This is an optimization exercise on Yosys and OpenROAD, whose aim is small area, not a production implementation.
Function was checked by simulation only, so behaviour that the tests miss may differ from the original.
No activity file was given, so power comes from the tool's default toggle rates.

Design PongCore, start of the top module:
module PongCore(
	input i_clk,
	input i_rst,
	input [1:0] i_sw,
	input i_pb,
	input i_frame_tick,
	output [6:0] o_sevseg_p1d1,
	output [6:0] o_sevseg_p1d2,
	output [6:0] o_sevseg_p2d1,
	output [6:0] o_sevseg_p2d2,
	output signed [10:0] o_ball_x,
	output signed [10:0] o_ball_y,
	output signed [10:0] o_paddle1_y,
	output signed [10:0] o_paddle2_y,
	output o_finish);
Size: ~700 cells after synthesis, ~70 flip-flops, roughly 79 I/O pins.
clock: 20.0 ns
lec_check: 0
cap_margin: 20
core_margin: 2
core_utilization: 40
slew_margin: 20
standard.sh (not shown) runs the stock make flow with config.mk's settings and CLKGATE_MAP_FILE= SYNTH_SCRIPT=/design/flow/synth_recipe.tcl, a recipe that flattens the netlist after the stock synthesis.
==> flow/flow/run.sh <==
#!/bin/bash
# Standard ORFS layout, with small port buffers and a small clock tree.
set -euo pipefail
export BUFFER_PORTS_ARGS="-buffer_cell sky130_fd_sc_hd__buf_1"
export CTS_ARGS="-sink_clustering_enable -repair_clock_nets -buf_list sky130_fd_sc_hd__clkbuf_8 -root_buf sky130_fd_sc_hd__clkbuf_8 -dont_use_dummy_load"
bash standard.sh > standard.log 2>&1
The baseline finished clean.
Then changed:
==> flow/flow/run.sh (replaced) <==
#!/bin/bash
# Layout flow: the standard synthesis, then an area-oriented re-mapping of the
# combinational logic between the registers (the registers keep their names
# and cell types), then the standard ORFS layout with small port buffers and
# a small clock tree.
set -euo pipefail
HERE=$(pwd)
LIB=$FLOW_HOME/platforms/sky130hd/lib/sky130_fd_sc_hd__tt_025C_1v80.lib
RES=$HERE/orfs/results/sky130hd/PongCore/base
YOSYS=$(command -v yosys || echo "$FLOW_HOME/../tools/install/yosys/bin/yosys")

export BUFFER_PORTS_ARGS="-buffer_cell sky130_fd_sc_hd__buf_1"
export REMOVE_ABC_BUFFERS=1
export CTS_ARGS="-sink_clustering_enable -repair_clock_nets -buf_list sky130_fd_sc_hd__clkbuf_4 -root_buf sky130_fd_sc_hd__clkbuf_4 -sink_clustering_size 40 -sink_clustering_max_diameter 200 -dont_use_dummy_load"

bash standard.sh synth > synth.log 2>&1
cp "$RES/1_2_yosys.v" "$HERE/standard_synth.v"

DONT_USE=$(sed -n '/export DONT_USE_CELLS/,/^$/p' "$FLOW_HOME/platforms/sky130hd/config.mk" | tr -d '\\' | tr ' ' '\n' | grep sky130 | sed 's/^/-dont_use /' | tr '\n' ' ')
sed "s#@LIB@#$LIB#g; s#@IN@#$HERE/standard_synth.v#; s#@OUT@#$RES/1_2_yosys.v#; s#@DONT_USE@#$DONT_USE#; s#@SCRIPT@#$HERE/flow/area.abc#" \
	flow/reopt.ys.in > reopt.ys
"$YOSYS" -l reopt.log -q reopt.ys > /dev/null 2>&1

bash standard.sh do-1_synth > synth_odb.log 2>&1
bash standard.sh > standard.log 2>&1
==> flow/flow/area.abc (new file) <==
strash
&get -n
&deepsyn -T 60
&put
dch -f
amap
topo
==> flow/flow/reopt.ys.in (new file) <==
read_liberty -ignore_miss_func @LIB@
read_verilog @IN@
hierarchy -top PongCore
setattr -mod -set keep_hierarchy 1 sky130_fd_sc_hd__*df*
flatten
rename -hide w:_*_.*
opt_clean -purge
abc -liberty @LIB@ @DONT_USE@ -script @SCRIPT@ PongCore
opt_clean
hilomap -hicell sky130_fd_sc_hd__conb_1 HI -locell sky130_fd_sc_hd__conb_1 LO PongCore
opt_clean -purge
insbuf -buf sky130_fd_sc_hd__buf_1 A X PongCore
opt_clean -purge
tee -o @OUT@.stat stat -liberty @LIB@ PongCore
select PongCore
write_verilog -noattr -noexpr -nohex -nodec -selected @OUT@
Result: Die area falls by 31%; sequential share of layout area increases by 10 points; worst setup slack gets worse by 180 ps; core utilization increases by 1.3 points; first-iteration DRC count came out lower by 52%.
Then changed:
==> flow/run.sh (new file) <==
#!/bin/bash
# synth_recipe.tcl (not shown) runs the flow's synth.tcl, then flattens the netlist and writes it again
# the make line also repeats each setting of config.mk as NAME=value (left out here)
make -C /OpenROAD-flow-scripts/flow DESIGN_CONFIG=/design/flow/config.mk WORK_HOME=/design/flow/orfs CLKGATE_MAP_FILE= SYNTH_SCRIPT=/design/flow/synth_recipe.tcl finish
removed: flow/flow/run.sh
removed: flow/flow/area.abc
removed: flow/flow/reopt.ys.in
removed: flow/standard.sh
After rerunning: The changed run completed without violations; design area is higher by 54%; cell count rose by 29%; count of clock-buffer cells in the layout is unchanged; routed wire length went up by 53%; die area went up by 44%; non-clock buffer count is higher by 2.

========
Another version of the RTL of PongCore (not shown whole).
For scale: about 79 I/O pins.
Settings: LEC_CHECK=0, CAP_MARGIN=20, CORE_MARGIN=2, CORE_UTILIZATION=60, GPL_TIMING_DRIVEN=0, SLEW_MARGIN=20; clock period 20.0 ns.
==> flow/flow/run.sh <==
#!/bin/bash
# Layout flow: the standard synthesis, then an area-oriented re-mapping of the
# combinational logic between the registers (the registers keep their names
# and cell types), then the standard ORFS layout with small port buffers and
# a small clock tree. Each tool's output goes to a log file in this folder.
set -euo pipefail
HERE=$(pwd)
LIB=$FLOW_HOME/platforms/sky130hd/lib/sky130_fd_sc_hd__tt_025C_1v80.lib
RES=$HERE/orfs/results/sky130hd/PongCore/base
YOSYS=$(command -v yosys || echo "$FLOW_HOME/../tools/install/yosys/bin/yosys")
NSEEDS=${NSEEDS:-32}
ABC_TIME=${ABC_TIME:-30}

export BUFFER_PORTS_ARGS="-buffer_cell sky130_fd_sc_hd__buf_1"
export REMOVE_ABC_BUFFERS=1
export SKIP_REPAIR_TIE_FANOUT=1
export CTS_ARGS="-sink_clustering_enable -repair_clock_nets -buf_list sky130_fd_sc_hd__clkbuf_4 -root_buf sky130_fd_sc_hd__clkbuf_4 -dont_use_dummy_load"

bash standard.sh synth > synth.log 2>&1
cp "$RES/1_2_yosys.v" "$HERE/standard_synth.v"

# re-map the logic with several seeds of ABC's deepsyn, keep the smallest
DONT_USE=$(sed -n '/export DONT_USE_CELLS/,/^$/p' "$FLOW_HOME/platforms/sky130hd/config.mk" | tr -d '\\' | tr ' ' '\n' | grep sky130 | sed 's/^/-dont_use /' | tr '\n' ' ')
run_seed() {
	local S=$1
	sed "s/@SEED@/$S/; s/@TIME@/$ABC_TIME/" flow/area.abc.in > area_$S.abc
	sed "s#@LIB@#$LIB#g; s#@IN@#$HERE/standard_synth.v#; s#@OUT@#$HERE/reopt_$S.v#; s#@DONT_USE@#$DONT_USE#; s#@SCRIPT@#$HERE/area_$S.abc#" \
		flow/reopt.ys.in > reopt_$S.ys
	"$YOSYS" -l reopt_$S.log -q reopt_$S.ys > /dev/null 2>&1 || true
}
S=1
while [ $S -le $NSEEDS ]; do
	for J in $(seq 1 ${NUM_CORES:-4}); do
		if [ $S -le $NSEEDS ]; then run_seed $S & fi
		S=$((S + 1))
	done
	wait
done
: > reopt_pick.log
for S in $(seq 1 $NSEEDS); do
	if [ -s reopt_$S.v.stat ] && [ -s reopt_$S.v ]; then
		echo "$(grep 'Chip area for module' reopt_$S.v.stat | awk '{print $NF}') $S" >> reopt_pick.log
	fi
done
BEST=$(sort -n reopt_pick.log | head -1 | awk '{print $2}')
if [ -n "$BEST" ]; then
	echo "picked seed $BEST" >> reopt_pick.log
	cp "$HERE/reopt_$BEST.v" "$RES/1_2_yosys.v"
else
	echo "no re-mapped netlist; keeping the standard synthesis" >> reopt_pick.log
fi

bash standard.sh do-1_synth > synth_odb.log 2>&1
bash standard.sh > standard.log 2>&1
Other scripts of this flow, unchanged in this note and not shown: flow/flow/area.abc.in, flow/flow/reopt.ys.in
The first run finished clean.
==> next run, changes <==
--- a/flow/flow/run.sh
+++ b/flow/flow/run.sh
@@ -9,5 +9,5 @@
 RES=$HERE/orfs/results/sky130hd/PongCore/base
 YOSYS=$(command -v yosys || echo "$FLOW_HOME/../tools/install/yosys/bin/yosys")
-NSEEDS=${NSEEDS:-32}
+NSEEDS=${NSEEDS:-16}
 ABC_TIME=${ABC_TIME:-30}
 
- CORE_UTILIZATION: 60 -> 40
- GPL_TIMING_DRIVEN: 0 -> unset
What happened: Final area climbs by 1.2%; synthesized cell count stays the same; utilization fell by 22 points; die area went up by 47%; sequential power is about the same; routed wire length grows by 6.9%; setup slack loses 0.017 ns; clock skew shrinks by 0.0042 ns.
==> next run, changes <==
--- a/flow/flow/run.sh
+++ b/flow/flow/run.sh
@@ -9,6 +9,6 @@
 RES=$HERE/orfs/results/sky130hd/PongCore/base
 YOSYS=$(command -v yosys || echo "$FLOW_HOME/../tools/install/yosys/bin/yosys")
-NSEEDS=${NSEEDS:-16}
-ABC_TIME=${ABC_TIME:-30}
+NSEEDS=${NSEEDS:-4}
+ABC_TIME=${ABC_TIME:-10}
 
 export BUFFER_PORTS_ARGS="-buffer_cell sky130_fd_sc_hd__buf_1"
- CORE_UTILIZATION: 40 -> 60
- GPL_TIMING_DRIVEN: unset -> 0
Outcome: Via count climbs by 2.8%. Global-route usage climbs by 8.7 points. Sequential power hardly moves.
==> next run, changes <==
- CAP_MARGIN: 20 -> 0
- CORE_UTILIZATION: 60 -> 40
- SLEW_MARGIN: 20 -> 0
Effect: The new run passed the timing, design-rule and antenna checks; hold slack barely changes; total power rises by about 2%; sequential power stays flat; wire length rises by about 2.6%; setup slack is worse by 0.58 ns; count of clock-buffer cells in the layout is unchanged; synthesized cell count stays flat; synthesized area falls by 0.36%.
==> next run, changes <==
--- a/flow/flow/run.sh
+++ b/flow/flow/run.sh
@@ -9,6 +9,6 @@
 RES=$HERE/orfs/results/sky130hd/PongCore/base
 YOSYS=$(command -v yosys || echo "$FLOW_HOME/../tools/install/yosys/bin/yosys")
-NSEEDS=${NSEEDS:-4}
-ABC_TIME=${ABC_TIME:-10}
+NSEEDS=${NSEEDS:-16}
+ABC_TIME=${ABC_TIME:-30}
 
 export BUFFER_PORTS_ARGS="-buffer_cell sky130_fd_sc_hd__buf_1"
- CAP_MARGIN: 0 -> 20
- CORE_UTILIZATION: 40 -> 60
- SLEW_MARGIN: 0 -> 20
Effect: Power goes down by a few percent; register-to-register slack is better by 0.53 ns; setup slack is better by 0.69 ns; synthesized area goes down slightly; worst hold slack is better by 0.0051 ns; final area goes down slightly; die area goes down by a quarter to a third; clock-buffer cell count stays the same; sequential power stays flat; core utilization goes up by 22 points; flip-flop and latch count does not change.

==> separate check: timing with driven ports <==
No port has a modelled driver above. Below, the same layouts with a new extraction and two added sets of constraints.
Step 1 assumes that a clkbuf_16 drives the clock port and a buf_2 every other input.
Step 2, shift: input delay + t, output delay - t, t = (earliest + latest rising clock arrival at the registers) / 2. This alone moves slack from input paths to output paths.
Slacks: ideal / step 1 / step 2; pairs: ideal / step 1.
run | t, ns | setup slack, ns | clock arrival spread, ns
the first run of note 1 | 0.378 | 14.769 / 14.781 / 14.406 | 0.025 / 0.025
the second run of note 1 | 0.423 | 14.585 / 14.590 / 14.167 | 0.032 / 0.031
the third run of note 1 | 0.379 | 14.386 / 14.345 / 14.145 | 0.008 / 0.008
the first run of note 2 | 0.418 | 14.191 / 14.164 / 13.911 | 0.044 / 0.043
the second run of note 2 | 0.420 | 14.174 / 14.143 / 13.855 | 0.039 / 0.039
the third run of note 2 | 0.420 | 14.084 / 14.093 / 13.673 | 0.028 / 0.029
the fourth run of note 2 | 0.420 | 13.501 / 13.507 / 13.087 | 0.038 / 0.038
the fifth run of note 2 | 0.418 | 14.191 / 14.164 / 13.911 | 0.044 / 0.043
After both steps setup and hold are still met in every run listed. The setup slack of the second run of note 1, which loses most, moves by +0.005 ns with the drivers and by -0.418 ns with both steps.
